Source: an optimization exercise on an open RTL-to-GDS flow (aim: small area and a short achievable clock period). Production flows keep margins and buffers that such runs may drop. In this exercise RTL edits were held to simulation tests only and were not proved equivalent to the original.

==> flow/design.v, too long to show whole: its modules and the start of the top module <==
// module fixed_point_alu: 1472 lines
module fixed_point_alu (
    input clk,
    input rst,
    input [1:0] op,
    input signed [15:0] a,
    input signed [15:0] b,
    output signed [23:0] out,
    output overflow
);
  // ...
==> flow/flow/run.sh <==
#!/bin/bash
# The standard layout (standard.sh), with timing repair asked for more setup
# slack than the clock needs, so that it sizes up the critical paths.
export SETUP_SLACK_MARGIN=0
export BUFFER_PORTS_ARGS="-buffer_cell sky130_fd_sc_hd__buf_2"
bash standard.sh > standard.log 2>&1
==> flow/standard.sh <==
#!/bin/bash
# synth_recipe.tcl (not shown) runs the flow's synth.tcl, then flattens the netlist and writes it again
# the make line also repeats each setting of config.mk as NAME=value (left out here)
make -C /OpenROAD-flow-scripts/flow DESIGN_CONFIG=/design/flow/config.mk WORK_HOME=/design/flow/orfs CLKGATE_MAP_FILE= SYNTH_SCRIPT=/design/flow/synth_recipe.tcl "${@:-finish}"
==> flow/config.mk <==
export PLATFORM = sky130hd
export DESIGN_NAME = fixed_point_alu
export DESIGN_NICKNAME = fixed_point_alu
export VERILOG_FILES = /design/flow/design.v
export SDC_FILE = /design/flow/constraint.sdc
export NUM_CORES = 4
export LEC_CHECK = 0
export ABC_AREA = 1
export CAP_MARGIN = 20
export CORE_MARGIN = 2
export CORE_UTILIZATION = 40
export SLEW_MARGIN = 20
==> flow/constraint.sdc <==
create_clock -name core_clock -period 60.0 [get_ports {clk}]
set_input_delay 12.0000 -clock core_clock [delete_from_list [all_inputs] [get_ports {clk}]]
set_output_delay 12.0000 -clock core_clock [all_outputs]
set_load 0.01 [all_outputs]
==> summary.txt, run 1 <==
Synthesis
  – Cell variety after synth: 71
  – Synth Area in Compound Gates: 0.0904
  – Largest cells by area after synthesis: nand2_1 (22%), nand3_1 (12%), xor2_1 (9.1%)
  – Top-count cell post-synth: nand2_1

Setup path
  – CP max stage delay: 0.57 ns
  – CP top delay family: simple AND/OR/NAND/NOR gates
  – CP endpoint: out[9]

Placed design
  – Placed cells: 5035
  – Worst slack at placement: 32.02 ns
  – PortBufs: 60
  – Placed instance area: 24900 sq um

Layout
  – Register area: 1110 sq um
  – Clkbuf count: 6
  – Commonest cells after routing, fill and taps aside: nand2_1 (1445), nand3_1 (579), inv_1 (549)
  – Largest class: multi-input gates
  – N_diodes: 1
  – Cell area after layout: 25100 sq um
  – Share of post-route cells with drive strength above 1: 0.0842

CTS
  – Total CTS buffers: 5
  – Post-CTS Setup Repair Bufs: 0
  – H-tree lvl count: 2
  – Worst-path clk slew: 0.07 ns

Timing
  – Fin. Hold Viols: 0
  – FMAX: 35.2 MHz
  – RSZ-0062 raised after global routing: no
  – Setup TNS Final: 0 ns
  – Final Cycle Share: 0.474

Status
  – Status: finished clean

Global route
  – Met2 usage: 0.458
  – Initial antenna violation count: 1

Detailed routing
  – Antenna-violating nets left: 0
  – Pre-antenna DRT Iters: 8
  – Metal1 wirelength: 36100 um

Worst hold path
  – HP Class: input port to asynchronous set/reset pin

Floorplan
  – Top Ports: 61
  – Die area: 63200 sq um
==> run 2, diff against run 1 <==
--- a/flow/design.v
+++ b/flow/design.v
@@ -814,107 +814,107 @@
     assign d1_r10_r[8] = d1_p10[8] ^ (q1[10] & (E[8] ^ d1_r10_G19));
     assign d1_r10_r[9] = d1_p10[9] ^ (q1[10] & (E[9] ^ d1_r10_G14));
     assign d1_r10_r[10] = d1_p10[10] ^ (q1[10] & (E[10] ^ d1_r10_G20));
     assign d1_r10_r[11] = d1_p10[11] ^ (q1[10] & (E[11] ^ d1_r10_G12));
     assign d1_r10_r[12] = d1_p10[12] ^ (q1[10] & (E[12] ^ d1_r10_G21));
     assign d1_r10_r[13] = d1_p10[13] ^ (q1[10] & (E[13] ^ d1_r10_G15));
     wire [13:0] d1_rn10 = d1_r10_r;
     wire [14:0] d1_rem10 = {1'd0, d1_rn10[13:0]};
+    wire [14:0] d1_p9 = {d1_rem10[13:0], N[9]};
+    wire [14:0] d1_r9_g = d1_p9 & E[14:0];
+    wire [14:0] d1_r9_o = d1_p9 | E[14:0];
+    wire d1_r9_G1 = d1_r9_g[0] | (d1_r9_o[0] & cin);
+    wire d1_r9_G2 = d1_r9_g[2] | (d1_r9_o[2] & d1_r9_g[1]);
+    wire d1_r9_P2 = d1_r9_o[2] & d1_r9_o[1];
+    wire d1_r9_G3 = d1_r9_g[4] | (d1_r9_o[4] & d1_r9_g[3]);
+    wire d1_r9_P3 = d1_r9_o[4] & d1_r9_o[3];
+    wire d1_r9_G4 = d1_r9_g[6] | (d1_r9_o[6] & d1_r9_g[5]);
+    wire d1_r9_P4 = d1_r9_o[6] & d1_r9_o[5];
+    wire d1_r9_G5 = d1_r9_g[8] | (d1_r9_o[8] & d1_r9_g[7]);
+    wire d1_r9_P5 = d1_r9_o[8] & d1_r9_o[7];
+    wire d1_r9_G6 = d1_r9_g[10] | (d1_r9_o[10] & d1_r9_g[9]);
+    wire d1_r9_P6 = d1_r9_o[10] & d1_r9_o[9];
+    wire d1_r9_G7 = d1_r9_g[12] | (d1_r9_o[12] & d1_r9_g[11]);
+    wire d1_r9_P7 = d1_r9_o[12] & d1_r9_o[11];
+    wire d1_r9_G8 = d1_r9_g[14] | (d1_r9_o[14] & d1_r9_g[13]);
+    wire d1_r9_P8 = d1_r9_o[14] & d1_r9_o[13];
+    wire d1_r9_G9 = d1_r9_G2 | (d1_r9_P2 & d1_r9_G1);
+    wire d1_r9_G10 = d1_r9_G4 | (d1_r9_P4 & d1_r9_G3);
+    wire d1_r9_P10 = d1_r9_P4 & d1_r9_P3;
+    wire d1_r9_G11 = d1_r9_G6 | (d1_r9_P6 & d1_r9_G5);
+    wire d1_r9_P11 = d1_r9_P6 & d1_r9_P5;
+    wire d1_r9_G12 = d1_r9_G8 | (d1_r9_P8 & d1_r9_G7);
+    wire d1_r9_P12 = d1_r9_P8 & d1_r9_P7;
+    wire d1_r9_G13 = d1_r9_G10 | (d1_r9_P10 & d1_r9_G9);
+    wire d1_r9_G14 = d1_r9_G12 | (d1_r9_P12 & d1_r9_G11);
+    wire d1_r9_P14 = d1_r9_P12 & d1_r9_P11;
+    wire d1_r9_G15 = d1_r9_G14 | (d1_r9_P14 & d1_r9_G13);
+    wire d1_r9_G16 = d1_r9_G11 | (d1_r9_P11 & d1_r9_G13);
+    wire d1_r9_G17 = d1_r9_G3 | (d1_r9_P3 & d1_r9_G9);
+    wire d1_r9_G18 = d1_r9_G5 | (d1_r9_P5 & d1_r9_G13);
+    wire d1_r9_G19 = d1_r9_G7 | (d1_r9_P7 & d1_r9_G16);
+    wire d1_r9_G20 = d1_r9_g[1] | (d1_r9_o[1] & d1_r9_G1);
+    wire d1_r9_G21 = d1_r9_g[3] | (d1_r9_o[3] & d1_r9_G9);
+    wire d1_r9_G22 = d1_r9_g[5] | (d1_r9_o[5] & d1_r9_G17);
+    wire d1_r9_G23 = d1_r9_g[7] | (d1_r9_o[7] & d1_r9_G13);
+    wire d1_r9_G24 = d1_r9_g[9] | (d1_r9_o[9] & d1_r9_G18);
+    wire d1_r9_G25 = d1_r9_g[11] | (d1_r9_o[11] & d1_r9_G16);
+    wire d1_r9_G26 = d1_r9_g[13] | (d1_r9_o[13] & d1_r9_G19);
+    assign q1[9] = (&E[15:15]) & d1_r9_G15;
+    wire [14:0] d1_r9_r;
+    assign d1_r9_r[0] = d1_p9[0] ^ (q1[9] & (E[0] ^ cin));
+    assign d1_r9_r[1] = d1_p9[1] ^ (q1[9] & (E[1] ^ d1_r9_G1));
+    assign d1_r9_r[2] = d1_p9[2] ^ (q1[9] & (E[2] ^ d1_r9_G20));
+    assign d1_r9_r[3] = d1_p9[3] ^ (q1[9] & (E[3] ^ d1_r9_G9));
+    assign d1_r9_r[4] = d1_p9[4] ^ (q1[9] & (E[4] ^ d1_r9_G21));
+    assign d1_r9_r[5] = d1_p9[5] ^ (q1[9] & (E[5] ^ d1_r9_G17));
+    assign d1_r9_r[6] = d1_p9[6] ^ (q1[9] & (E[6] ^ d1_r9_G22));
+    assign d1_r9_r[7] = d1_p9[7] ^ (q1[9] & (E[7] ^ d1_r9_G13));
+    assign d1_r9_r[8] = d1_p9[8] ^ (q1[9] & (E[8] ^ d1_r9_G23));
+    assign d1_r9_r[9] = d1_p9[9] ^ (q1[9] & (E[9] ^ d1_r9_G18));
+    assign d1_r9_r[10] = d1_p9[10] ^ (q1[9] & (E[10] ^ d1_r9_G24));
+    assign d1_r9_r[11] = d1_p9[11] ^ (q1[9] & (E[11] ^ d1_r9_G16));
+    assign d1_r9_r[12] = d1_p9[12] ^ (q1[9] & (E[12] ^ d1_r9_G25));
+    assign d1_r9_r[13] = d1_p9[13] ^ (q1[9] & (E[13] ^ d1_r9_G19));
+    assign d1_r9_r[14] = d1_p9[14] ^ (q1[9] & (E[14] ^ d1_r9_G26));
+    wire [14:0] d1_rn9 = d1_r9_r;
+    wire [14:0] d1_rem9 = d1_rn9[14:0];
     reg [1:0] op_r;
     reg [23:0] res_r;   
     reg [14:0] e_r;     
     reg cin_r, a15_r;
-    reg [4:0] remh_r;   
-    reg [1:0] n_r;     
+    reg [5:0] remh_r;   
+    reg [0:0] n_r;     
     always @(posedge clk or posedge rst) begin
         if (rst) begin
             op_r <= 2'd0;
             res_r <= 24'd0;
         end else begin
             op_r <= op;
             case (op)
                 2'b00, 2'b01: res_r <= {{7{addsub[16]}}, addsub};
                 2'b10: res_r <= prod[31:8];
-                default: res_r <= {q1[23:10], d1_rem10[9:0]};
+                default: res_r <= {q1[23:9], d1_rem9[8:0]};
             endcase
         end
     end
     always @(posedge clk) begin
         e_r <= E[14:0];
         cin_r <= cin;
         a15_r <= a[15];
-        n_r <= na[1:0];
-        remh_r <= d1_rem10[14:10];
+        n_r <= na[0:0];
+        remh_r <= d1_rem9[14:9];
     end
     wire [15:0] E2 = {1'b1, e_r};
-    wire [14:0] rem2 = {remh_r, res_r[9:0]};
-    wire [23:0] N2 = {14'd0, n_r, 8'd0};
+    wire [14:0] rem2 = {remh_r, res_r[8:0]};
+    wire [23:0] N2 = {15'd0, n_r, 8'd0};
     wire [23:0] q;
-    assign q[23:10] = res_r[23:10];
-    wire [14:0] d2_p9 = {rem2[13:0], N2[9]};
-    wire [14:0] d2_r9_g = d2_p9 & E2[14:0];
-    wire [14:0] d2_r9_o = d2_p9 | E2[14:0];
-    wire d2_r9_G1 = d2_r9_g[0] | (d2_r9_o[0] & cin_r);
-    wire d2_r9_G2 = d2_r9_g[2] | (d2_r9_o[2] & d2_r9_g[1]);
-    wire d2_r9_P2 = d2_r9_o[2] & d2_r9_o[1];
-    wire d2_r9_G3 = d2_r9_g[4] | (d2_r9_o[4] & d2_r9_g[3]);
-    wire d2_r9_P3 = d2_r9_o[4] & d2_r9_o[3];
-    wire d2_r9_G4 = d2_r9_g[6] | (d2_r9_o[6] & d2_r9_g[5]);
-    wire d2_r9_P4 = d2_r9_o[6] & d2_r9_o[5];
-    wire d2_r9_G5 = d2_r9_g[8] | (d2_r9_o[8] & d2_r9_g[7]);
-    wire d2_r9_P5 = d2_r9_o[8] & d2_r9_o[7];
-    wire d2_r9_G6 = d2_r9_g[10] | (d2_r9_o[10] & d2_r9_g[9]);
-    wire d2_r9_P6 = d2_r9_o[10] & d2_r9_o[9];
-    wire d2_r9_G7 = d2_r9_g[12] | (d2_r9_o[12] & d2_r9_g[11]);
-    wire d2_r9_P7 = d2_r9_o[12] & d2_r9_o[11];
-    wire d2_r9_G8 = d2_r9_g[14] | (d2_r9_o[14] & d2_r9_g[13]);
-    wire d2_r9_P8 = d2_r9_o[14] & d2_r9_o[13];
-    wire d2_r9_G9 = d2_r9_G2 | (d2_r9_P2 & d2_r9_G1);
-    wire d2_r9_G10 = d2_r9_G4 | (d2_r9_P4 & d2_r9_G3);
-    wire d2_r9_P10 = d2_r9_P4 & d2_r9_P3;
-    wire d2_r9_G11 = d2_r9_G6 | (d2_r9_P6 & d2_r9_G5);
-    wire d2_r9_P11 = d2_r9_P6 & d2_r9_P5;
-    wire d2_r9_G12 = d2_r9_G8 | (d2_r9_P8 & d2_r9_G7);
-    wire d2_r9_P12 = d2_r9_P8 & d2_r9_P7;
-    wire d2_r9_G13 = d2_r9_G10 | (d2_r9_P10 & d2_r9_G9);
-    wire d2_r9_G14 = d2_r9_G12 | (d2_r9_P12 & d2_r9_G11);
-    wire d2_r9_P14 = d2_r9_P12 & d2_r9_P11;
-    wire d2_r9_G15 = d2_r9_G14 | (d2_r9_P14 & d2_r9_G13);
-    wire d2_r9_G16 = d2_r9_G11 | (d2_r9_P11 & d2_r9_G13);
-    wire d2_r9_G17 = d2_r9_G3 | (d2_r9_P3 & d2_r9_G9);
-    wire d2_r9_G18 = d2_r9_G5 | (d2_r9_P5 & d2_r9_G13);
-    wire d2_r9_G19 = d2_r9_G7 | (d2_r9_P7 & d2_r9_G16);
-    wire d2_r9_G20 = d2_r9_g[1] | (d2_r9_o[1] & d2_r9_G1);
-    wire d2_r9_G21 = d2_r9_g[3] | (d2_r9_o[3] & d2_r9_G9);
-    wire d2_r9_G22 = d2_r9_g[5] | (d2_r9_o[5] & d2_r9_G17);
-    wire d2_r9_G23 = d2_r9_g[7] | (d2_r9_o[7] & d2_r9_G13);
-    wire d2_r9_G24 = d2_r9_g[9] | (d2_r9_o[9] & d2_r9_G18);
-    wire d2_r9_G25 = d2_r9_g[11] | (d2_r9_o[11] & d2_r9_G16);
-    wire d2_r9_G26 = d2_r9_g[13] | (d2_r9_o[13] & d2_r9_G19);
-    assign q[9] = (&E2[15:15]) & d2_r9_G15;
-    wire [14:0] d2_r9_r;
-    assign d2_r9_r[0] = d2_p9[0] ^ (q[9] & (E2[0] ^ cin_r));
-    assign d2_r9_r[1] = d2_p9[1] ^ (q[9] & (E2[1] ^ d2_r9_G1));
-    assign d2_r9_r[2] = d2_p9[2] ^ (q[9] & (E2[2] ^ d2_r9_G20));
-    assign d2_r9_r[3] = d2_p9[3] ^ (q[9] & (E2[3] ^ d2_r9_G9));
-    assign d2_r9_r[4] = d2_p9[4] ^ (q[9] & (E2[4] ^ d2_r9_G21));
-    assign d2_r9_r[5] = d2_p9[5] ^ (q[9] & (E2[5] ^ d2_r9_G17));
-    assign d2_r9_r[6] = d2_p9[6] ^ (q[9] & (E2[6] ^ d2_r9_G22));
-    assign d2_r9_r[7] = d2_p9[7] ^ (q[9] & (E2[7] ^ d2_r9_G13));
-    assign d2_r9_r[8] = d2_p9[8] ^ (q[9] & (E2[8] ^ d2_r9_G23));
-    assign d2_r9_r[9] = d2_p9[9] ^ (q[9] & (E2[9] ^ d2_r9_G18));
-    assign d2_r9_r[10] = d2_p9[10] ^ (q[9] & (E2[10] ^ d2_r9_G24));
-    assign d2_r9_r[11] = d2_p9[11] ^ (q[9] & (E2[11] ^ d2_r9_G16));
-    assign d2_r9_r[12] = d2_p9[12] ^ (q[9] & (E2[12] ^ d2_r9_G25));
-    assign d2_r9_r[13] = d2_p9[13] ^ (q[9] & (E2[13] ^ d2_r9_G19));
-    assign d2_r9_r[14] = d2_p9[14] ^ (q[9] & (E2[14] ^ d2_r9_G26));
-    wire [14:0] d2_rn9 = d2_r9_r;
-    wire [14:0] d2_rem9 = d2_rn9[14:0];
-    wire [15:0] d2_p8 = {d2_rem9[14:0], N2[8]};
+    assign q[23:9] = res_r[23:9];
+    wire [15:0] d2_p8 = {rem2[14:0], N2[8]};
     wire [15:0] d2_r8_g = d2_p8 & E2[15:0];
     wire [15:0] d2_r8_o = d2_p8 | E2[15:0];
     wire d2_r8_G1 = d2_r8_g[0] | (d2_r8_o[0] & cin_r);
     wire d2_r8_G2 = d2_r8_g[2] | (d2_r8_o[2] & d2_r8_g[1]);
     wire d2_r8_P2 = d2_r8_o[2] & d2_r8_o[1];
     wire d2_r8_G3 = d2_r8_g[4] | (d2_r8_o[4] & d2_r8_g[3]);
     wire d2_r8_P3 = d2_r8_o[4] & d2_r8_o[3];
     wire d2_r8_G4 = d2_r8_g[6] | (d2_r8_o[6] & d2_r8_g[5]);
==> summary.txt, run 2 <==
Setup path
  – Cell mode on critical path: nand2_1
  – Crit path buf inv count: 7
  – CP max stage delay: 0.71 ns (+0.14 ns)
  – Setup crit start kind: flip-flop
  – CP top delay family: simple AND/OR/NAND/NOR gates
  – Crit Path Category: flip-flop to output pin
  – CP max stage cell: dfxtp_1
  – Critical Path Sink Type: output pin
  – Crit path required time: 48.00 ns
  – Critical Path Fanout Max: 36
  – Critical path arrival: 16.67 ns

Worst hold path
  – HP Class: input port to asynchronous set/reset pin

Layout
  – Largest registers: res_r x24, e_r x15, remh_r x6
  – Commonest non-fill, non-tap cell in the layout: nand2_1
  – Share of post-route cells with drive strength above 1: 0.0941 (+0.00985)
  – Commonest cells after routing, fill and taps aside: nand2_1 (1227), inv_1 (501), nand3_1 (466)
  – Nets: 4192
  – N_diodes: 0 (-1)
  – Max reg flops: 24
  – Most flops, register: res_r
  – Area grow syn2layout: 0.515%

Timing
  – Worst slew margin: 0.279
  – Final setup violating endpoints: 0
  – Setup TNS Final: 0 ns (unchanged)
  – Pins Over Slew Limit: 0
  – Worst-margin pin slew: 1.08 ns
  – Setup ws final: 31.33 ns
  – RSZ-0062 raised after global routing: no
  – FMAX: 34.9 MHz (-0.89%)
  – Fin. Hold Viols: 0 (unchanged)
  – Minimum clock period: 28.67 ns
  – Final Cycle Share: 0.478 (+0.00427)

Synthesis
  – Post-synth top area share: 0.190
  – Area leader, netlist: nand2_1
  – Synth Cell Area: 24300 sq um
  – Post-synth top cells: nand2_1 (1227), inv_1 (501), nand3_1 (466)
  – Ys flop type: dfrtp_1
  – Count of state elements after synthesis: 50
  – Register area share after synthesis: 0.0465
  – Largest cells by area after synthesis: nand2_1 (19%), nand3_1 (9.6%), xor2_1 (9.4%)
  – Mapped Cells: 4054
  – Number of synthesized flops with an enable pin: 0
  – Top-count cell post-synth: nand2_1
  – Cell variety after synth: 87 (+23%)
  – Syn avg cell area: 5.99 sq um
  – Synth warnings: 1
  – Ys async rst share: 0.520

Placed design
  – Final HPWL DP: 59000 um
  – PortBufs: 60 (unchanged)
  – Gpl congestion: 0.906
  – Worst slack at placement: 31.30 ns (-0.723 ns)

CTS
  – TritonCTS sink count: 50
  – H-tree lvl count: 2 (unchanged)
  – CTS tree: yes
  – Total CTS buffers: 5 (unchanged)
  – CTS root buffer: clkbuf_16
  – Resize count post-CTS: 0
  – Clock buffer depth: 2
  – CTS Hold Bufs: 0
  – Post-CTS Setup Repair Bufs: 0 (unchanged)
  – Worst-path clk slew: 0.07 ns (about the same)

Detailed routing
  – Initial detailed-routing violation count: 1998
  – Pre-antenna DRT Iters: 8 (unchanged)
  – Vias per cell: 5.32
  – Antenna-violating nets left: 0 (unchanged)
  – Drt drc: 0
  – WL final: 75100 um
  – DR vias: 25308
  – Mean routed wirelength per cell: 15.8 um

Status
  – Status: finished clean

Global route
  – Vias in the first global route: 23109
  – First-pass GRT wire length: 122000 um
  – Initial antenna violation count: 0 (-1)
  – Tot GR Track Use: 0.236
  – Largest net degree at the start of global routing: 42
  – Total gr overflow: 0

Floorplan
  – Initial cell density of the core: 0.403
  – Die area: 62700 sq um (-0.71%)
  – Core area: 60200 sq um
  – Die height: 250 um
  – Row Count: 90
  – Top Ports: 61 (unchanged)
  – Die X: 250 um

Flow run
  – Max Cap Viol: 0
==> run 2: cell types whose count changed in the layout (fill, tap and decap cells not counted), sizes merged, moves of 10 or more <==
cell,change
a21boi,+10
a21oi,+30
buf,-16
inv,-73
nand2,-201
nand3,-119
nand3b,+13
nand4,-44
nor2,+11
o21ai,+28
or2,+22
xnor2,+20
xor2,+13
==> run 2: final timing paths <==
check / from / cells after the start / slack (ns) / to
worst max-delay path: e_r[2]$_DFF_P_ / 107 / 31.33 / out[15]
worst min-delay path: rst / 2 / 11.68 / res_r[1]$_DFF_PP0_
max in group asynchronous: rst / 3 / 47.88 / res_r[23]$_DFF_PP0_
min in group core_clock: op[1] / 1 / 11.93 / op_r[1]$_DFF_PP0_
==> run 2: cells by family (layout without fill, tap and decap cells) <==
logic type / Yosys count / in the layout / share of synthesized area
simple gates: 2337 / 2337 / 0.439
buf+inv: 730 / 652 / 0.153
mux: 3 / 3 / 0.00124
xor+xnor: 316 / 316 / 0.122
compound gates: 436 / 436 / 0.111
fa+ha+maj: 182 / 182 / 0.127
flops: 50 / 50 / 0.0465
==> run 2: area by class of cell <==
class                           count  area [sq um]
Inverter                          555          2160
Sequential cell                    50          1130
Tap cell                          782           978
Clock buffer                        5           125
Timing Repair Buffer               89           526
Clock inverter                      3          28.8
Multi-Input combinational cell   3274         19500
Fill cell                        6694         35800
==> run 2: per-stage QoR <==
stage           util  cells  instance area, sq um  hold WS [ns]
4_1_cts        0.405   4757                 24400         11.92
3_5_place_dp   0.403   4749                 24300         12.24
3_3_place_gp   0.403   4749                 24300         12.24
6_report       0.405   4758                 24400         11.68
5_1_grt        0.405   4758                 24400         11.68
2_1_floorplan      -   4054                 24300         12.03
==> run 2: layer usage <==
| metal | GRT usage | up-vias | part of all wire |
|---|---|---|---|
| met5 | 0 | - | 0 |
| met4 | 0.0530 | 0 | 0.020 |
| met3 | 0.0192 | 76 | 0.058 |
| met2 | 0.403 | 718 | 0.47 |
| met1 | 0.322 | 11679 | 0.46 |
| li1 | - | 12835 | - |
==> run 3, diff against run 2 <==
--- a/flow/flow/run.sh
+++ b/flow/flow/run.sh
@@ -3,4 +3,5 @@
 # slack than the clock needs, so that it sizes up the critical paths.
 export SETUP_SLACK_MARGIN=0
 export BUFFER_PORTS_ARGS="-buffer_cell sky130_fd_sc_hd__buf_2"
+export REMOVE_ABC_BUFFERS=1
 bash standard.sh > standard.log 2>&1
==> summary.txt, run 3 <==
Synthesis
  – Largest cells by area after synthesis: nand2_1 (19%), nand3_1 (9.6%), xor2_1 (9.4%)
  – Cell variety after synth: 87 (unchanged)
  – Register area share after synthesis: 0.0465 (unchanged)
  – Top-count cell post-synth: nand2_1
  – Ys flop type: dfrtp_1
  – Mapped Cells: 4054 (unchanged)
  – Ys async rst share: 0.520 (unchanged)
  – Number of synthesized flops with an enable pin: 0 (unchanged)
  – Syn avg cell area: 5.99 sq um (unchanged)
  – Post-synth top area share: 0.190 (unchanged)
  – Count of state elements after synthesis: 50 (unchanged)
  – Synth Cell Area: 24300 sq um (unchanged)
  – Post-synth top cells: nand2_1 (1227), inv_1 (501), nand3_1 (466)
  – Synth warnings: 1 (unchanged)
  – Area leader, netlist: nand2_1

Detailed routing
  – DR vias: 25535 (+0.90%)
  – Pre-antenna DRT Iters: 6 (-2)
  – Drt drc: 0 (unchanged)
  – Mean routed wirelength per cell: 16.7 um (+6.1%)
  – Initial detailed-routing violation count: 2316 (+16%)
  – Vias per cell: 5.36 (+0.71%)
  – Antenna-violating nets left: 0 (unchanged)
  – WL final: 79800 um (+6.3%)

Placed design
  – Gpl congestion: 0.980 (+8.2%)
  – Final HPWL DP: 62800 um (+6.6%)
  – PortBufs: 60 (unchanged)
  – Placed cells: 4758 (+0.19%)

Timing
  – Minimum clock period: 29.57 ns (+0.893 ns)
  – Worst slew margin: 0.366 (+0.0868)
  – Final Cycle Share: 0.493 (+0.0149)
  – Pins Over Slew Limit: 0 (unchanged)
  – Setup TNS Final: 0 ns (unchanged)
  – Final setup violating endpoints: 0 (unchanged)
  – Hold slack: 11.64 ns (-0.0422 ns)
  – Fin. Hold Viols: 0 (unchanged)
  – Worst-margin pin slew: 0.947 ns (-0.130 ns)
  – FMAX: 33.8 MHz (-3.0%)
  – RSZ-0062 raised after global routing: no

CTS
  – CTS root buffer: clkbuf_16
  – Post-CTS Setup Repair Bufs: 0 (unchanged)
  – Total CTS buffers: 5 (unchanged)
  – Clock buffer depth: 2 (unchanged)
  – Resize count post-CTS: 0 (unchanged)
  – CTS Hold Bufs: 0 (unchanged)
  – Worst-path clk slew: 0.07 ns (about the same)
  – TritonCTS sink count: 50 (unchanged)
  – CTS tree: yes
  – H-tree lvl count: 2 (unchanged)

Setup path
  – Critical Path Fanout Max: 36 (unchanged)
  – Critical Path Sink Type: output pin
  – Setup crit start: e_r[2]$_DFF_P_
  – Crit Path Category: flip-flop to output pin
  – Cell mode on critical path: nand2_1
  – CP max stage delay: 0.73 ns (+0.02 ns)
  – Critical path arrival: 17.57 ns (+0.90 ns)
  – Crit path required time: 48.00 ns (about the same)
  – CP max stage cell: dfxtp_1
  – Setup crit start kind: flip-flop

Status
  – Status: finished clean

Floorplan
  – Initial cell density of the core: 0.403 (unchanged)
  – Top Ports: 61 (unchanged)
  – Die height: 250 um (unchanged)
  – Die X: 250 um (unchanged)
  – Row Count: 90 (unchanged)
  – Die area: 62700 sq um (unchanged)
  – Core area: 60200 sq um (unchanged)

Layout
  – N_diodes: 0 (unchanged)
  – Commonest cells after routing, fill and taps aside: nand2_1 (1227), inv_1 (501), nand3_1 (466)
  – Largest registers: res_r x24, e_r x15, remh_r x6
  – Most flops, register: res_r
  – Share of post-route cells with drive strength above 1: 0.0959 (+0.00180)
  – Non-filler cells, final: 4767 (+0.19%)
  – Max reg flops: 24 (unchanged)
  – Commonest non-fill, non-tap cell in the layout: nand2_1
  – Nets: 4201 (+0.21%)
  – Area grow syn2layout: 0.777%

Flow run
  – Max Cap Viol: 0 (unchanged)

Global route
  – Initial antenna violation count: 2 (+2)
  – Largest net degree at the start of global routing: 37 (-12%)
  – Tot GR Track Use: 0.252 (+0.0162)
  – Vias in the first global route: 23823 (+3.1%)
  – Total gr overflow: 0 (unchanged)
  – First-pass GRT wire length: 128000 um (+5.0%)

Worst hold path
  – HP Class: input port to asynchronous set/reset pin
## run 3: logic make-up (layout without fill, tap and decap cells)
group,count (synthesis),in the layout,synth area share
simple gates,2337,2337,0.439
fa+ha+maj,182,182,0.127
buf+inv,730,661,0.153
compound gates,436,436,0.111
flops,50,50,0.0465
xor+xnor,316,316,0.122
mux,3,3,0.00124
## run 3: worst max path at each step
stage,end,slack [ns]
2_1_floorplan,out[11],34.98
3_3_place_gp,out[9],30.89
3_5_place_dp,out[9],30.75
4_1_cts,out[9],30.38
5_1_grt,out[9],28.19
6_report,out[9],30.43
## run 3: worst max-delay path, delay by kind of cell (launching register included)
| family | cells | cell delay (ns) |
|---|---|---|
| flip-flops | 1 | 0.73 |
| XOR/XNOR | 2 | 0.35 |
| AND/OR/NAND/NOR | 75 | 10.62 |
| buffers and inverters | 7 | 0.83 |
| AO/OA/AOI/OAI | 24 | 4.54 |
## run 3: per-layer routing
layer	global-route usage	routed length, um	share of wire	vias to the layer above
li1	-	-	-	12835
met1	0.336	35600	0.45	11762
met2	0.420	36400	0.46	805
met3	0.0223	4810	0.060	131
met4	0.0975	3030	0.038	2
met5	0	12	0.00015	-
## run 3: final cells by class
cell class / count / area (sq um)
multi-input combinational: 3274 / 19500
timing repair buffer: 98 / 596
inverter: 555 / 2160
fill: 6645 / 35800
tap: 782 / 978
clock inverter: 3 / 26.3
clock buffer: 5 / 125
sequential: 50 / 1130
## run 3: through the flow
stage               utilization  worst slack (ns)  instance area, sq um
finish                    0.407             30.43                 24500
global route              0.407             28.19                 24500
CTS                       0.406             30.38                 24500
detailed placement        0.404             30.75                 24300
global placement          0.404             30.89                 24300
floorplan                     -             34.98                 22700
==> run 4, diff against run 3 <==
==> flow/flow/run.sh (replaced) <==
#!/bin/bash
# The standard layout (standard.sh), with timing repair asked for more setup
# slack than the clock needs, so that it sizes up the critical paths.
export SETUP_SLACK_MARGIN=0
export BUFFER_PORTS_ARGS="-buffer_cell sky130_fd_sc_hd__buf_2"
bash standard.sh > standard.log 2>&1
--- a/flow/config.mk
+++ b/flow/config.mk
@@ -8,5 +8,5 @@
 export ABC_AREA = 1
 export CAP_MARGIN = 20
 export CORE_MARGIN = 2
-export CORE_UTILIZATION = 40
+export CORE_UTILIZATION = 55
 export SLEW_MARGIN = 20
==> summary.txt, run 4 <==
Synthesis
  – Post-synth top cells: nand2_1 (1227), inv_1 (501), nand3_1 (466)
  – Top-count cell post-synth: nand2_1
  – Ys async rst share: 0.520 (unchanged)
  – Area leader, netlist: nand2_1
  – Cell variety after synth: 87 (unchanged)
  – Largest cells by area after synthesis: nand2_1 (19%), nand3_1 (9.6%), xor2_1 (9.4%)
  – Register area share after synthesis: 0.0465 (unchanged)
  – Synth warnings: 1 (unchanged)
  – Mapped Cells: 4054 (unchanged)
  – Synth Cell Area: 24300 sq um (unchanged)
  – Ys flop type: dfrtp_1
  – Post-synth top area share: 0.190 (unchanged)
  – Syn avg cell area: 5.99 sq um (unchanged)
  – Count of state elements after synthesis: 50 (unchanged)
  – Number of synthesized flops with an enable pin: 0 (unchanged)

Global route
  – Initial antenna violation count: 4 (+2)
  – First-pass GRT wire length: 130000 um (+1.7%)
  – Total gr overflow: 0 (unchanged)
  – Vias in the first global route: 24850 (+4.3%)
  – Tot GR Track Use: 0.348 (+0.0963)
  – Largest net degree at the start of global routing: 42 (+14%)

Floorplan
  – Top Ports: 61 (unchanged)
  – Initial cell density of the core: 0.553 (+0.150)
  – Die X: 214 um (-14%)
  – Die height: 214 um (-14%)
  – Row Count: 77 (-14%)
  – Die area: 45900 sq um (-27%)
  – Core area: 43900 sq um (-27%)

Setup path
  – Critical path arrival: 17.79 ns (+0.22 ns)
  – Critical Path Sink Type: output pin
  – CP max stage delay: 0.72 ns (about the same)
  – Cell mode on critical path: nand2_1
  – Critical Path Fanout Max: 36 (unchanged)
  – Setup crit start kind: flip-flop
  – CP max stage cell: dfxtp_1
  – Crit path required time: 48.00 ns (about the same)
  – Crit Path Category: flip-flop to output pin

Layout
  – Commonest cells after routing, fill and taps aside: nand2_1 (1227), inv_1 (500), nand3_1 (466)
  – Commonest non-fill, non-tap cell in the layout: nand2_1
  – # fillers: 4543 (-32%)
  – Non-filler cells, final: 4565 (-4.2%)
  – Largest registers: res_r x24, e_r x15, remh_r x6
  – Max reg flops: 24 (unchanged)
  – Share of post-route cells with drive strength above 1: 0.0931 (-0.00273)
  – N_diodes: 0 (unchanged)
  – Fin util: 0.550 (+0.144)
  – Nets: 4189 (-0.29%)
  – Cell area after layout: 24200 sq um (-1.3%)
  – Most flops, register: res_r
  – Area grow syn2layout: -0.551%

Detailed routing
  – WL final: 81900 um (+2.6%)
  – Mean routed wirelength per cell: 17.9 um (+7.2%)
  – Initial detailed-routing violation count: 2457 (+6.1%)
  – Antenna-violating nets left: 0 (unchanged)
  – Pre-antenna DRT Iters: 8 (+2)
  – DR vias: 26546 (+4.0%)
  – Vias per cell: 5.82 (+8.6%)
  – Drt drc: 0 (unchanged)

Timing
  – Minimum clock period: 29.79 ns (+0.221 ns)
  – FMAX: 33.6 MHz (-0.74%)
  – Worst-margin pin slew: 1.14 ns (+0.195 ns)
  – Fin. Hold Viols: 0 (unchanged)
  – RSZ-0062 raised after global routing: no
  – Hold slack: 11.83 ns (+0.188 ns)
  – Final setup violating endpoints: 0 (unchanged)
  – Setup ws final: 30.21 ns (-0.221 ns)
  – Setup TNS Final: 0 ns (unchanged)
  – Final Cycle Share: 0.496 (+0.00368)
  – Worst slew margin: 0.236 (-0.131)
  – Pins Over Slew Limit: 0 (unchanged)

Flow run
  – Max Cap Viol: 0 (unchanged)

CTS
  – CTS tree: yes
  – CTS root buffer: clkbuf_16
  – Total CTS buffers: 5 (unchanged)
  – TritonCTS sink count: 50 (unchanged)
  – Worst-path clk slew: 0.07 ns (about the same)
  – CTS Hold Bufs: 0 (unchanged)
  – Clock buffer depth: 2 (unchanged)
  – Resize count post-CTS: 0 (unchanged)
  – H-tree lvl count: 2 (unchanged)
  – Post-CTS Setup Repair Bufs: 0 (unchanged)

Placed design
  – Gpl congestion: 0.973 (-0.73%)
  – Placed instance area: 24000 sq um (-1.4%)
  – Worst slack at placement: 30.51 ns (-0.242 ns)
  – PortBufs: 60 (unchanged)
  – Placed cells: 4557 (-4.2%)
  – Final HPWL DP: 63800 um (+1.5%)

Worst hold path
  – HP Class: input port to asynchronous set/reset pin

Status
  – Status: finished clean
run 4: cell types whose count changed in the layout (fill, tap and decap cells not counted):
cell	before	now
clkinv_4	2	1
bufinv_16	0	1
inv_1	501	500
buf_2	59	60
buf_8	1	0
xor2_2	4	5
buf_4	38	26
inv_6	5	4
clkinv_1	19	20
xor2_4	7	6
clkbuf_8	0	1
run 4: layer usage:
layer	wire length, um	vias to the layer above	global-route usage
met3	6110	161	0.0362
met5	27	-	0
li1	-	12844	-
met1	34000	12430	0.444
met4	2780	4	0.126
met2	38900	1107	0.609
run 4: final cells by class:
type                       count  area (sq um)  share of cell area
inverter                     555          2160              0.0893
clock inverter                 2          38.8             0.00160
tap                          592           741              0.0306
clock buffer                   6           139             0.00575
sequential                    50          1130              0.0468
multi-input combinational   3274         19500               0.805
timing repair buffer          86           495              0.0205
run 4: cell families (layout without fill, tap and decap cells):
family                     Yosys count  after routing  synth area share
AOI/OAI and AO/OA                  436            436             0.111
xor gates and xnor gates           316            316             0.122
adders and majority gates          182            182             0.127
buffers and inverters              730            649             0.153
DFF                                 50             50            0.0465
muxes                                3              3           0.00124
and+or+nand+nor                   2337           2337             0.439
run 4: worst paths after layout:
kind,endpoint,slack (ns),cells after the start,start
worst max-delay path,out[8],30.21,106,e_r[2]$_DFF_P_
worst min-delay path,res_r[4]$_DFF_PP0_,11.83,2,rst
max in group asynchronous,res_r[22]$_DFF_PP0_,47.73,2,rst
min in group core_clock,op_r[1]$_DFF_PP0_,11.93,1,op[1]
run 4: critical path, delay by kind of cell, from the launching register on:
kind / cells / cell delay, ns
simple gates: 71 / 10.61
xor+xnor: 2 / 0.37
compound gates: 24 / 4.52
buf+inv: 9 / 1.11
flops: 1 / 0.72
==> run 5, diff against run 4 <==
==> flow/flow/run.sh (replaced) <==
#!/bin/bash
# The standard layout (standard.sh), with timing repair asked for more setup
# slack than the clock needs, so that it sizes up the critical paths.
export SETUP_SLACK_MARGIN=30
export BUFFER_PORTS_ARGS="-buffer_cell sky130_fd_sc_hd__buf_2"
bash standard.sh > standard.log 2>&1
--- a/flow/config.mk
+++ b/flow/config.mk
@@ -8,5 +8,5 @@
 export ABC_AREA = 1
 export CAP_MARGIN = 20
 export CORE_MARGIN = 2
-export CORE_UTILIZATION = 55
+export CORE_UTILIZATION = 40
 export SLEW_MARGIN = 20
==> summary.txt, run 5 <==
Synthesis
  – Register area share after synthesis: 0.0465 (unchanged)
  – Ys flop type: dfrtp_1
  – Synth warnings: 1 (unchanged)
  – Area leader, netlist: nand2_1
  – Synth Cell Area: 24300 sq um (unchanged)
  – Cell variety after synth: 87 (unchanged)
  – Ys async rst share: 0.520 (unchanged)
  – Top-count cell post-synth: nand2_1
  – Mapped Cells: 4054 (unchanged)
  – Count of state elements after synthesis: 50 (unchanged)
  – Post-synth top area share: 0.190 (unchanged)
  – Number of synthesized flops with an enable pin: 0 (unchanged)
  – Syn avg cell area: 5.99 sq um (unchanged)
  – Post-synth top cells: nand2_1 (1227), inv_1 (501), nand3_1 (466)
  – Largest cells by area after synthesis: nand2_1 (19%), nand3_1 (9.6%), xor2_1 (9.4%)

Timing
  – Hold slack: 11.68 ns (-0.149 ns)
  – Worst slew margin: 0.307 (+0.0716)
  – Setup ws final: 31.72 ns (+1.51 ns)
  – Fin. Hold Viols: 0 (unchanged)
  – Final setup violating endpoints: 0 (unchanged)
  – FMAX: 35.4 MHz (+5.3%)
  – Minimum clock period: 28.28 ns (-1.51 ns)
  – Worst-margin pin slew: 1.03 ns (-0.110 ns)
  – RSZ-0062 raised after global routing: yes
  – Final Cycle Share: 0.471 (-0.0251)
  – Pins Over Slew Limit: 0 (unchanged)
  – Setup TNS Final: 0 ns (unchanged)

Layout
  – Largest registers: res_r x24, e_r x15, remh_r x6
  – Most flops, register: res_r
  – Share of post-route cells with drive strength above 1: 0.0958 (+0.00265)
  – Nets: 4194 (+0.12%)
  – Commonest cells after routing, fill and taps aside: nand2_1 (1226), inv_1 (501), nand3_1 (466)
  – Commonest non-fill, non-tap cell in the layout: nand2_1
  – Area grow syn2layout: 0.767%
  – Max reg flops: 24 (unchanged)
  – Cell area after layout: 24500 sq um (+1.3%)
  – N_diodes: 0 (unchanged)

Setup path
  – Critical Path Fanout Max: 41 (+14%)
  – Crit Path Category: input port to flip-flop
  – Crit path buf inv count: 12 (+3)
  – Critical path depth in cells: 129 (+22%)
  – CP top delay family: simple AND/OR/NAND/NOR gates
  – Setup crit start: b[0]
  – Critical Path Sink Type: flip-flop
  – CP max stage cell: clkinv_1
  – CP endpoint: res_r[9]$_DFF_PP0_
  – Cell mode on critical path: nand2_1
  – Setup crit start kind: input port
  – Critical path arrival: 28.45 ns (+10.66 ns)
  – CP max stage delay: 0.97 ns (+0.25 ns)
  – Crit path required time: 60.17 ns (+12.17 ns)

CTS
  – CTS root buffer: clkbuf_16
  – Clock buffer depth: 2 (unchanged)
  – Post-CTS Setup Repair Bufs: 0 (unchanged)
  – H-tree lvl count: 2 (unchanged)
  – CTS Hold Bufs: 0 (unchanged)
  – CTS tree: yes
  – Worst-path clk slew: 0.07 ns (about the same)
  – Total CTS buffers: 5 (unchanged)
  – Resize count post-CTS: 0 (unchanged)
  – TritonCTS sink count: 50 (unchanged)

Global route
  – First-pass GRT wire length: 122000 um (-6.3%)
  – Total gr overflow: 0 (unchanged)
  – Vias in the first global route: 23109 (-7.0%)
  – Initial antenna violation count: 0 (-4)
  – Tot GR Track Use: 0.236 (-0.112)
  – Largest net degree at the start of global routing: 42 (unchanged)

Floorplan
  – Row Count: 90 (+17%)
  – Top Ports: 61 (unchanged)
  – Die area: 62700 sq um (+37%)
  – Die X: 250 um (+17%)
  – Core area: 60200 sq um (+37%)
  – Initial cell density of the core: 0.403 (-0.150)
  – Die height: 250 um (+17%)

Worst hold path
  – HP Class: input port to asynchronous set/reset pin

Detailed routing
  – Initial detailed-routing violation count: 1950 (-21%)
  – Drt drc: 0 (unchanged)
  – Vias per cell: 5.33 (-8.3%)
  – Pre-antenna DRT Iters: 6 (-2)
  – DR vias: 25382 (-4.4%)
  – WL final: 75500 um (-7.8%)
  – Mean routed wirelength per cell: 15.9 um (-12%)
  – Antenna-violating nets left: 0 (unchanged)

Placed design
  – PortBufs: 60 (unchanged)
  – Final HPWL DP: 59000 um (-7.6%)
  – Gpl congestion: 0.906 (-6.9%)
  – Worst slack at placement: 31.30 ns (+0.786 ns)
  – Placed instance area: 24300 sq um (+1.1%)

Status
  – Status: finished clean

Flow run
  – Max Cap Viol: 0 (unchanged)
-- run 5: metrics by stage --
| stage | utilization | std cells |
|---|---|---|
| finish | 0.407 | 4760 |
| global route | 0.407 | 4760 |
| CTS | 0.405 | 4757 |
| detailed placement | 0.403 | 4749 |
| global placement | 0.403 | 4749 |
| floorplan | - | 4054 |
-- run 5: area by class of cell --
type,count,area (sq um)
multi-input cells,3276,19500
flip-flops and latches,50,1130
repair buffers,89,526
clock inverters,3,28.8
inverters,555,2160
fillers,6693,35800
well taps,782,978
clock buffers,5,125
-- run 5: per-layer routing --
| metal | vias to the layer above | share of wire | global-route usage |
|---|---|---|---|
| li1 | 12828 | - | - |
| met1 | 11751 | 0.45 | 0.322 |
| met2 | 731 | 0.47 | 0.403 |
| met3 | 72 | 0.063 | 0.0192 |
| met4 | 0 | 0.019 | 0.0530 |
| met5 | - | 0 | 0 |
-- run 5: cells by family after synthesis --
logic type | count (synthesis) | synth area share
compound gates | 436 | 0.111
xor+xnor | 316 | 0.122
fa+ha+maj | 182 | 0.127
simple gates | 2337 | 0.439
flops | 50 | 0.0465
buf+inv | 730 | 0.153
mux | 3 | 0.00124
-- run 5: worst min path at each step --
stage,slack [ns],start,cells past startpoint,end
6_report,11.68,rst,2,res_r[1]$_DFF_PP0_
5_1_grt,11.68,rst,2,res_r[5]$_DFF_PP0_
4_1_cts,11.92,op[1],1,op_r[1]$_DFF_PP0_
3_5_place_dp,12.24,op[1],1,op_r[1]$_DFF_PP0_
3_3_place_gp,12.24,op[1],1,op_r[1]$_DFF_PP0_
2_1_floorplan,12.03,a[15],0,a15_r$_DFF_P_
==> run 6, diff against run 5 <==
==> flow/flow/run.sh (replaced) <==
#!/bin/bash
# The standard layout (standard.sh), with timing repair asked for more setup
# slack than the clock needs, so that it sizes up the critical paths.
export SETUP_SLACK_MARGIN=34
export BUFFER_PORTS_ARGS="-buffer_cell sky130_fd_sc_hd__buf_2"
bash standard.sh > standard.log 2>&1
==> summary.txt, run 6 <==
Layout
  – Area grow syn2layout: 25.8%
  – Max reg flops: 24 (unchanged)
  – Most flops, register: res_r
  – Commonest cells after routing, fill and taps aside: nand2_1 (926), inv_1 (479), nand3_1 (346)
  – # fillers: 6071 (-9.3%)
  – Non-filler cells, final: 5038 (+5.8%)
  – Largest registers: res_r x24, e_r x15, remh_r x6
  – Fin util: 0.507 (+0.101)
  – Commonest non-fill, non-tap cell in the layout: nand2_1
  – Nets: 4471 (+6.6%)
  – Share of post-route cells with drive strength above 1: 0.302 (+0.207)

Placed design
  – Gpl congestion: 0.906 (unchanged)
  – PortBufs: 60 (unchanged)
  – Placed cells: 4749 (unchanged)
  – Final HPWL DP: 59000 um (unchanged)

Floorplan
  – Initial cell density of the core: 0.403 (unchanged)
  – Die X: 250 um (unchanged)
  – Row Count: 90 (unchanged)
  – Top Ports: 61 (unchanged)
  – Core area: 60200 sq um (unchanged)
  – Die area: 62700 sq um (unchanged)
  – Die height: 250 um (unchanged)

Synthesis
  – Synth Area in Compound Gates: 0.111 (unchanged)
  – Area leader, netlist: nand2_1
  – Number of synthesized flops with an enable pin: 0 (unchanged)
  – XOR/XNOR Fraction of Synth Area: 0.122 (unchanged)
  – Main combinational cell family by area after synthesis: simple AND/OR/NAND/NOR gates
  – Largest cells by area after synthesis: nand2_1 (19%), nand3_1 (9.6%), xor2_1 (9.4%)
  – Post-synth top area share: 0.190 (unchanged)
  – Synth warnings: 1 (unchanged)
  – Mapped Cells: 4054 (unchanged)
  – Syn avg cell area: 5.99 sq um (unchanged)
  – Post-synth top cells: nand2_1 (1227), inv_1 (501), nand3_1 (466)
  – Count of state elements after synthesis: 50 (unchanged)
  – Top-count cell post-synth: nand2_1
  – Register area share after synthesis: 0.0465 (unchanged)
  – Simple-gate share of the synthesized area: 0.439 (unchanged)
  – Mux cell area share after synthesis: 0.00124 (unchanged)
  – Cell variety after synth: 87 (unchanged)
  – Synth Cell Area: 24300 sq um (unchanged)
  – Adder-cell area share of the yosys netlist: 0.127 (unchanged)
  – Ys flop type: dfrtp_1
  – Ys async rst share: 0.520 (unchanged)

Setup path
  – CP max stage delay: 0.36 ns (-0.61 ns)
  – Critical path arrival: 13.84 ns (-14.61 ns)
  – Critical Path Fanout Max: 8 (-80%)
  – Crit Path Category: flip-flop to output pin
  – Setup crit start kind: flip-flop
  – Crit path required time: 48.00 ns (-12.17 ns)
  – CP max stage cell: dfxtp_2
  – Critical Path Sink Type: output pin

Timing
  – Final setup violating endpoints: 0 (unchanged)
  – RSZ-0062 raised after global routing: yes
  – Setup TNS Final: 0 ns (unchanged)
  – Fin. Hold Viols: 0 (unchanged)
  – Worst slew margin: 0.245 (-0.0618)
  – FMAX: 38.7 MHz (+9.4%)
  – Pins Over Slew Limit: 0 (unchanged)
  – Minimum clock period: 25.84 ns (-2.44 ns)
  – Final Cycle Share: 0.431 (-0.0407)
  – Hold slack: 11.69 ns (+0.00870 ns)
  – Worst-margin pin slew: 1.13 ns (+0.0922 ns)

CTS
  – CTS Hold Bufs: 0 (unchanged)
  – TritonCTS sink count: 50 (unchanged)
  – CTS root buffer: clkbuf_16
  – Clock buffer depth: 2 (unchanged)
  – H-tree lvl count: 2 (unchanged)
  – Worst-path clk slew: 0.07 ns (about the same)
  – Total CTS buffers: 5 (unchanged)
  – CTS tree: yes

Flow run
  – Max Cap Viol: 0 (unchanged)

Global route
  – Vias in the first global route: 23734 (+2.7%)
  – Largest net degree at the start of global routing: 42 (unchanged)
  – Initial antenna violation count: 2 (+2)
  – Tot GR Track Use: 0.247 (+0.0111)
  – First-pass GRT wire length: 127000 um (+4.1%)
  – Total gr overflow: 0 (unchanged)

Detailed routing
  – Vias per cell: 5.53 (+3.7%)
  – WL final: 87800 um (+16%)
  – Antenna-violating nets left: 0 (unchanged)
  – Mean routed wirelength per cell: 17.4 um (+9.9%)
  – Pre-antenna DRT Iters: 8 (+2)
  – Drt drc: 0 (unchanged)
  – Initial detailed-routing violation count: 2430 (+25%)
  – DR vias: 27870 (+9.8%)

Worst hold path
  – HP Class: input port to asynchronous set/reset pin

Status
  – Status: finished clean
-- run 6: critical path, delay by kind of cell (launching register included) --
family / cells / cell delay [ns]
AND/OR/NAND/NOR: 71 / 7.41
flip-flops: 1 / 0.36
buffers and inverters: 6 / 0.75
XOR/XNOR: 2 / 0.35
AO/OA/AOI/OAI: 29 / 4.57
-- run 6: what timing repair did --
action,4_1_cts,5_1_grt
setup endpoints to repair,41,41
cloned,15,19
buffers inserted,40,205
pin swaps,33,414
hold endpoints to repair,0,0
resized for setup,118,836
-- run 6: area by class of cell --
cell class                 instances  area [sq um]  area share
antenna                            1          2.50   0.0000819
clock buffer                       5           125     0.00409
clock inverter                     3          28.8    0.000942
inverter                         555          2260      0.0740
multi-input combinational       3300         23200       0.760
sequential                        50          1140      0.0375
tap                              782           978      0.0320
timing repair buffer             339          2760      0.0904
timing repair inverter             3          16.3    0.000532
-- run 6: how the worst max path moves through the flow --
stage | from | endpoint | slack (ns) | cells past startpoint
floorplan | cin_r$_DFF_P_ | out[11] | 36.05 | 111
global placement | b[0] | res_r[9]$_DFF_PP0_ | 31.45 | 129
detailed placement | b[0] | res_r[9]$_DFF_PP0_ | 31.30 | 131
CTS | b[15] | res_r[9]$_DFF_PP0_ | 34.01 | 132
global route | e_r[0]$_DFF_P_ | out[11] | 33.38 | 109
finish | e_r[0]$_DFF_P_ | out[11] | 34.16 | 108
-- run 6: per-stage QoR --
step / setup slack, ns / instance area [sq um]
2_1_floorplan: 36.05 / 24300
3_3_place_gp: 31.45 / 24300
3_5_place_dp: 31.30 / 24300
4_1_cts: 34.01 / 25500
5_1_grt: 33.38 / 30600
6_report: 34.16 / 30600
-- run 6: cells by family after synthesis --
| family | Yosys count |
|---|---|
| XOR/XNOR | 316 |
| buffers and inverters | 730 |
| adder cells (fa/ha/maj) | 182 |
| AO/OA/AOI/OAI | 436 |
| AND/OR/NAND/NOR | 2337 |
| flip-flops | 50 |
| multiplexers | 3 |
-- run 6: layer usage --
| layer | up-vias | global-route usage | share of wire |
|---|---|---|---|
| li1 | 13440 | - | - |
| met1 | 13169 | 0.335 | 0.42 |
| met2 | 1053 | 0.422 | 0.48 |
| met3 | 206 | 0.0197 | 0.066 |
| met4 | 2 | 0.0643 | 0.038 |
| met5 | - | 0 | 0.00011 |
==> run 7, diff against run 6 <==
==> flow/flow/run.sh (replaced) <==
#!/bin/bash
# The standard layout (standard.sh), with timing repair asked for more setup
# slack than the clock needs, so that it sizes up the critical paths.
export SETUP_SLACK_MARGIN=32
export BUFFER_PORTS_ARGS="-buffer_cell sky130_fd_sc_hd__buf_2"
bash standard.sh > standard.log 2>&1
--- a/flow/config.mk
+++ b/flow/config.mk
@@ -9,4 +9,5 @@
 export CAP_MARGIN = 20
 export CORE_MARGIN = 2
 export CORE_UTILIZATION = 40
+export PLACE_DENSITY = 0.75
 export SLEW_MARGIN = 20
==> summary.txt, run 7 <==
Layout
  – Max reg flops: 24 (unchanged)
  – N_diodes: 0 (-1)
  – Largest registers: res_r x24, e_r x15, remh_r x6
  – Fin util: 0.425 (-0.0824)
  – Commonest cells after routing, fill and taps aside: nand2_1 (1209), inv_1 (498), nand3_1 (458)
  – Most flops, register: res_r
  – Share of post-route cells with drive strength above 1: 0.125 (-0.178)
  – Non-filler cells, final: 4828 (-4.2%)
  – Commonest non-fill, non-tap cell in the layout: nand2_1
  – Nets: 4262 (-4.7%)
  – Area grow syn2layout: 5.32%

Floorplan
  – Die height: 250 um (unchanged)
  – Top Ports: 61 (unchanged)
  – Initial cell density of the core: 0.403 (unchanged)
  – Core area: 60200 sq um (unchanged)
  – Die X: 250 um (unchanged)
  – Row Count: 90 (unchanged)
  – Die area: 62700 sq um (unchanged)

CTS
  – TritonCTS sink count: 50 (unchanged)
  – Worst-path clk slew: 0.07 ns (about the same)
  – Total CTS buffers: 5 (unchanged)
  – H-tree lvl count: 2 (unchanged)
  – CTS tree: yes
  – CTS root buffer: clkbuf_16
  – Clock buffer depth: 2 (unchanged)

Synthesis
  – Post-synth top area share: 0.190 (unchanged)
  – Largest cells by area after synthesis: nand2_1 (19%), nand3_1 (9.6%), xor2_1 (9.4%)
  – Cell variety after synth: 87 (unchanged)
  – Ys flop type: dfrtp_1
  – Synth Cell Area: 24300 sq um (unchanged)
  – Top-count cell post-synth: nand2_1
  – Ys async rst share: 0.520 (unchanged)
  – Syn avg cell area: 5.99 sq um (unchanged)
  – Count of state elements after synthesis: 50 (unchanged)
  – Area leader, netlist: nand2_1
  – Register area share after synthesis: 0.0465 (unchanged)
  – Number of synthesized flops with an enable pin: 0 (unchanged)
  – Mapped Cells: 4054 (unchanged)
  – Synth warnings: 1 (unchanged)
  – Post-synth top cells: nand2_1 (1227), inv_1 (501), nand3_1 (466)

Timing
  – RSZ-0062 raised after global routing: yes
  – Worst slew margin: 0.238 (-0.00738)
  – Pins Over Slew Limit: 0 (unchanged)
  – Final setup violating endpoints: 0 (unchanged)
  – FMAX: 37.6 MHz (-3.0%)
  – Setup TNS Final: 0 ns (unchanged)
  – Minimum clock period: 26.62 ns (+0.786 ns)
  – Final Cycle Share: 0.444 (+0.0131)
  – Fin. Hold Viols: 0 (unchanged)
  – Setup ws final: 33.38 ns (-0.786 ns)
  – Worst-margin pin slew: 1.14 ns (+0.0104 ns)

Global route
  – Largest net degree at the start of global routing: 42 (unchanged)
  – Tot GR Track Use: 0.220 (-0.0272)
  – Vias in the first global route: 23268 (-2.0%)
  – Initial antenna violation count: 1 (-1)
  – First-pass GRT wire length: 116000 um (-9.1%)
  – Total gr overflow: 0 (unchanged)

Setup path
  – Critical Path Sink Type: flip-flop
  – Crit path required time: 60.17 ns (+12.17 ns)
  – CP max stage delay: 0.34 ns (-0.02 ns)
  – Setup crit start kind: input port
  – CP max stage cell: ha_4
  – Critical Path Fanout Max: 14 (+6)
  – Cell mode on critical path: nand2_1
  – Critical path arrival: 26.79 ns (+12.95 ns)
  – Crit Path Category: input port to flip-flop

Flow run
  – Max Cap Viol: 0 (unchanged)

Detailed routing
  – WL final: 74200 um (-15%)
  – Mean routed wirelength per cell: 15.4 um (-12%)
  – Drt drc: 0 (unchanged)
  – DR vias: 26347 (-5.5%)
  – Initial detailed-routing violation count: 2392 (-1.6%)
  – Antenna-violating nets left: 0 (unchanged)
  – Vias per cell: 5.46 (-1.4%)
  – Pre-antenna DRT Iters: 6 (-2)

Placed design
  – Placed cells: 4750 (+0.021%)
  – PortBufs: 60 (unchanged)
  – Final HPWL DP: 55500 um (-5.9%)
  – Gpl congestion: 0.955 (+5.5%)
  – Worst slack at placement: 31.57 ns (+0.274 ns)

Status
  – Status: finished clean

Worst hold path
  – HP Class: input port to flip-flop
==> run 7: cell types whose count changed in the layout (fill, tap and decap cells not counted), sizes merged <==
cell,previous run,this run
buf,332,145
nand3,511,509
inv,531,530
diode,1,0
clkinv,19,18
nand2,1327,1315
clkinvlp,9,8
clkbuf,12,6
xnor2,43,44
==> run 7: worst max-delay path, delay by kind of cell <==
family | cells | cell delay [ns]
adders and majority gates | 1 | 0.34
AOI/OAI and AO/OA | 7 | 1.36
buffers and inverters | 12 | 1.54
and+or+nand+nor | 112 | 11.48
==> run 7: kinds of logic (layout without fill, tap and decap cells) <==
kind of cell | Yosys count | after routing | share of synthesized area
compound gates | 436 | 436 | 0.111
flops | 50 | 50 | 0.0465
mux | 3 | 3 | 0.00124
fa+ha+maj | 182 | 182 | 0.127
simple gates | 2337 | 2349 | 0.439
xor+xnor | 316 | 317 | 0.122
buf+inv | 730 | 709 | 0.153
==> run 7: path summary, 6_finish.rpt <==
check	startpoint	to	slack [ns]	cells after the start
max	b[15]	res_r[9]$_DFF_PP0_	33.38	132
min	op[1]	op_r[1]$_DFF_PP0_	11.92	1
max in group asynchronous	rst	res_r[21]$_DFF_PP0_	47.44	2
min in group asynchronous	rst	res_r[2]$_DFF_PP0_	11.97	2
==> run 7: cell type report <==
cell class / instances / area [sq um]
fill: 6285 / 34600
multi-input combinational: 3287 / 20100
clock buffer: 5 / 125
inverter: 555 / 2200
sequential: 50 / 1130
tap: 782 / 978
timing repair buffer: 146 / 1060
clock inverter: 3 / 26.3
==> run 7: metal layers <==
metal  global-route usage  share of wire
met5                    0        0.00015
met3               0.0203          0.082
met4               0.0785          0.040
met2                0.370           0.45
met1                0.292           0.43
==> run 7: stage by stage <==
step           cell area [sq um]  hold WS (ns)
4_1_cts                    24400         11.91
6_report                   25600         11.92
3_5_place_dp               24300         12.23
3_3_place_gp               24300         12.23
5_1_grt                    25600         11.92
2_1_floorplan              24300         12.03
==> run 7: what timing repair did <==
action	in CTS	in global routing
gates resized for setup	4	113
gates cloned	0	14
setup endpoints to repair	33	41
buffers inserted	0	56
hold buffers	0	0
pin swaps	0	32
==> run 8, diff against run 7 <==
--- a/flow/flow/run.sh
+++ b/flow/flow/run.sh
@@ -3,4 +3,5 @@
 # slack than the clock needs, so that it sizes up the critical paths.
 export SETUP_SLACK_MARGIN=32
 export BUFFER_PORTS_ARGS="-buffer_cell sky130_fd_sc_hd__buf_2"
+export SETUP_MOVE_SEQUENCE=unbuffer,sizeup,swap
 bash standard.sh > standard.log 2>&1
--- a/flow/config.mk
+++ b/flow/config.mk
@@ -9,5 +9,4 @@
 export CAP_MARGIN = 20
 export CORE_MARGIN = 2
 export CORE_UTILIZATION = 40
-export PLACE_DENSITY = 0.75
 export SLEW_MARGIN = 20
==> summary.txt, run 8 <==
Floorplan
  – Die X: 250 um (unchanged)
  – Core area: 60200 sq um (unchanged)
  – Initial cell density of the core: 0.403 (unchanged)

Timing
  – Final Cycle Share: 0.444 (about the same)
  – Final setup violating endpoints: 0 (unchanged)
  – Setup ws final: 33.36 ns (-0.0186 ns)
  – FMAX: 37.5 MHz (about the same)
  – Setup TNS Final: 0 ns (unchanged)
  – RSZ-0062 raised after global routing: no
  – Worst slew margin: 0.319 (+0.0806)
  – Pins Over Slew Limit: 0 (unchanged)

Setup path
  – Critical Path Fanout Max: 36 (+22)
  – Cell mode on critical path: nand2_1
  – Setup crit start kind: flip-flop
  – Crit Path Category: flip-flop to output pin

Synthesis
  – Area leader, netlist: nand2_1
  – Register area share after synthesis: 0.0465 (unchanged)
  – Number of synthesized flops with an enable pin: 0 (unchanged)
  – Count of state elements after synthesis: 50 (unchanged)
  – Largest cells by area after synthesis: nand2_1 (19%), nand3_1 (9.6%), xor2_1 (9.4%)
  – Syn avg cell area: 5.99 sq um (unchanged)
  – Ys async rst share: 0.520 (unchanged)
  – Post-synth top cells: nand2_1 (1227), inv_1 (501), nand3_1 (466)
  – Synth Cell Area: 24300 sq um (unchanged)

Status
  – Status: finished clean

Layout
  – Max reg flops: 24 (unchanged)
  – Most flops, register: res_r
  – Commonest cells after routing, fill and taps aside: nand2_1 (1129), inv_1 (493), nand3_1 (438)
  – Area grow syn2layout: 5.13%
  – Cell area after layout: 25500 sq um (-0.19%)
  – N_diodes: 0 (unchanged)

Detailed routing
  – Antenna-violating nets left: 0 (unchanged)
  – Pre-antenna DRT Iters: 6 (unchanged)
  – Drt drc: 0 (unchanged)
  – WL final: 75700 um (+2.0%)

CTS
  – Clock buffer depth: 2 (unchanged)
  – Post-CTS Setup Repair Bufs: 0 (unchanged)
  – Total CTS buffers: 5 (unchanged)

Placed design
  – Placed instance area: 24300 sq um (about the same)
  – Worst slack at placement: 31.30 ns (-0.274 ns)

Global route
  – Total gr overflow: 0 (unchanged)
  – Tot GR Track Use: 0.236 (+0.0161)

Worst hold path
  – HP Class: input port to asynchronous set/reset pin
==> run 8: cell count changes in the layout (fill, tap and decap cells not counted), moves of 9 or more <==
cell / delta
nand2_2: +58
nand3_1: -20
buf_4: -51
nand2_1: -80
a21oi_1: -9
nand3_2: +15
nand2_4: +15
==> run 8: worst max path at each step <==
stage,cells after the start,slack (ns),end,start
floorplan,111,36.05,out[11],cin_r$_DFF_P_
global placement,129,31.45,res_r[9]$_DFF_PP0_,b[0]
detailed placement,131,31.30,res_r[9]$_DFF_PP0_,b[0]
CTS,110,32.01,out[15],cin_r$_DFF_P_
global route,115,31.88,out[23],n_r$_DFF_P_
finish,105,33.36,out[1],e_r[2]$_DFF_P_
==> run 8: cells by family after synthesis <==
group	Yosys count	synth area share
multiplexers	3	0.00124
flip-flops	50	0.0465
AND/OR/NAND/NOR	2337	0.439
AO/OA/AOI/OAI	436	0.111
XOR/XNOR	316	0.122
adder cells (fa/ha/maj)	182	0.127
buffers and inverters	730	0.153
==> run 8: per-layer routing <==
| metal | global-route usage | wire length, um | share of wire | up-vias |
|---|---|---|---|---|
| met4 | 0.0530 | 1610 | 0.021 | 0 |
| li1 | - | - | - | 12835 |
| met5 | 0 | 0 | 0 | - |
| met1 | 0.322 | 34600 | 0.46 | 11789 |
| met2 | 0.403 | 35400 | 0.47 | 676 |
| met3 | 0.0192 | 4130 | 0.055 | 77 |
==> run 8: repair_timing <==
action	CTS	global route
resized for setup	7	274
endpoints found under the setup margin	40	41
pin swaps	0	127
endpoints found under the hold margin	0	0
==> run 8: final cells by class <==
cell class | instances | area, sq um
clock buffers | 5 | 125
clock inverters | 3 | 28.8
fillers | 6590 | 34700
inverters | 555 | 2200
multi-input cells | 3274 | 20500
flip-flops and latches | 50 | 1140
well taps | 782 | 978
repair buffers | 89 | 549
==> run 8: through the flow <==
step	util	hold WS, ns	cells
final	0.424	11.68	4758
after global routing	0.424	11.68	4758
after CTS	0.406	11.92	4757
after detailed placement	0.403	12.24	4749
after global placement	0.403	12.24	4749
after floorplan	-	12.03	4054
==> run 8: worst max-delay path: cells and delay by family (launching register included) <==
family / cells / cell delay (ns)
flops: 1 / 0.54
compound gates: 25 / 4.19
simple gates: 72 / 8.48
xor+xnor: 2 / 0.36
buf+inv: 6 / 0.65

## port drivers added, routing unchanged
In the flow no input, the clock included, has a driving cell. The finished layouts below were timed again as built, in two steps.
Step 1 (the two cells are an assumption about what drives the block):
set clk [get_ports {clk}]
set_driving_cell -lib_cell sky130_fd_sc_hd__clkbuf_16 $clk
set_driving_cell -lib_cell sky130_fd_sc_hd__buf_2 [delete_from_list [all_inputs] $clk]
Step 2 adds t to the input delays and takes it off the output delays; t is the mean of the earliest and latest rising clock arrival at the registers after step 1. Input paths then give back, and output paths get back, about the clock's delay inside the block.
Three values: ideal ports, drivers, drivers and shift; two values: the first two.
| run | shift t [ns] | setup slack, ns | worst hold slack (ns) | clock arrival spread, ns | cell pins on the clock port's net |
|---|---|---|---|---|---|
| run 1 | 0.349 | 31.582 / 31.524 / 31.873 | 11.708 / 11.669 / 12.018 | 0.006 / 0.006 | 1 |
| run 2 | 0.341 | 31.326 / 31.281 / 31.169 | 11.682 / 11.661 / 12.002 | 0.005 / 0.005 | 1 |
| run 3 | 0.341 | 30.433 / 30.382 / 30.723 | 11.640 / 11.607 / 11.948 | 0.007 / 0.008 | 1 |
| run 4 | 0.349 | 30.212 / 30.164 / 30.200 | 11.827 / 11.799 / 12.148 | 0.004 / 0.004 | 1 |
| run 5 | 0.341 | 31.721 / 31.745 / 31.405 | 11.678 / 11.657 / 11.998 | 0.005 / 0.005 | 1 |
| run 6 | 0.336 | 34.162 / 34.120 / 33.881 | 11.687 / 11.667 / 12.003 | 0.005 / 0.006 | 1 |
| run 7 | 0.330 | 33.377 / 33.354 / 33.064 | 11.920 / 11.903 / 12.233 | 0.008 / 0.008 | 1 |
| run 8 | 0.338 | 33.358 / 33.314 / 33.098 | 11.681 / 11.663 / 12.001 | 0.007 / 0.006 | 1 |
After both steps every run listed still meets setup and hold. For run 5, which loses most, drivers alone change the setup slack by +0.024 ns; drivers and shift together by -0.316 ns.
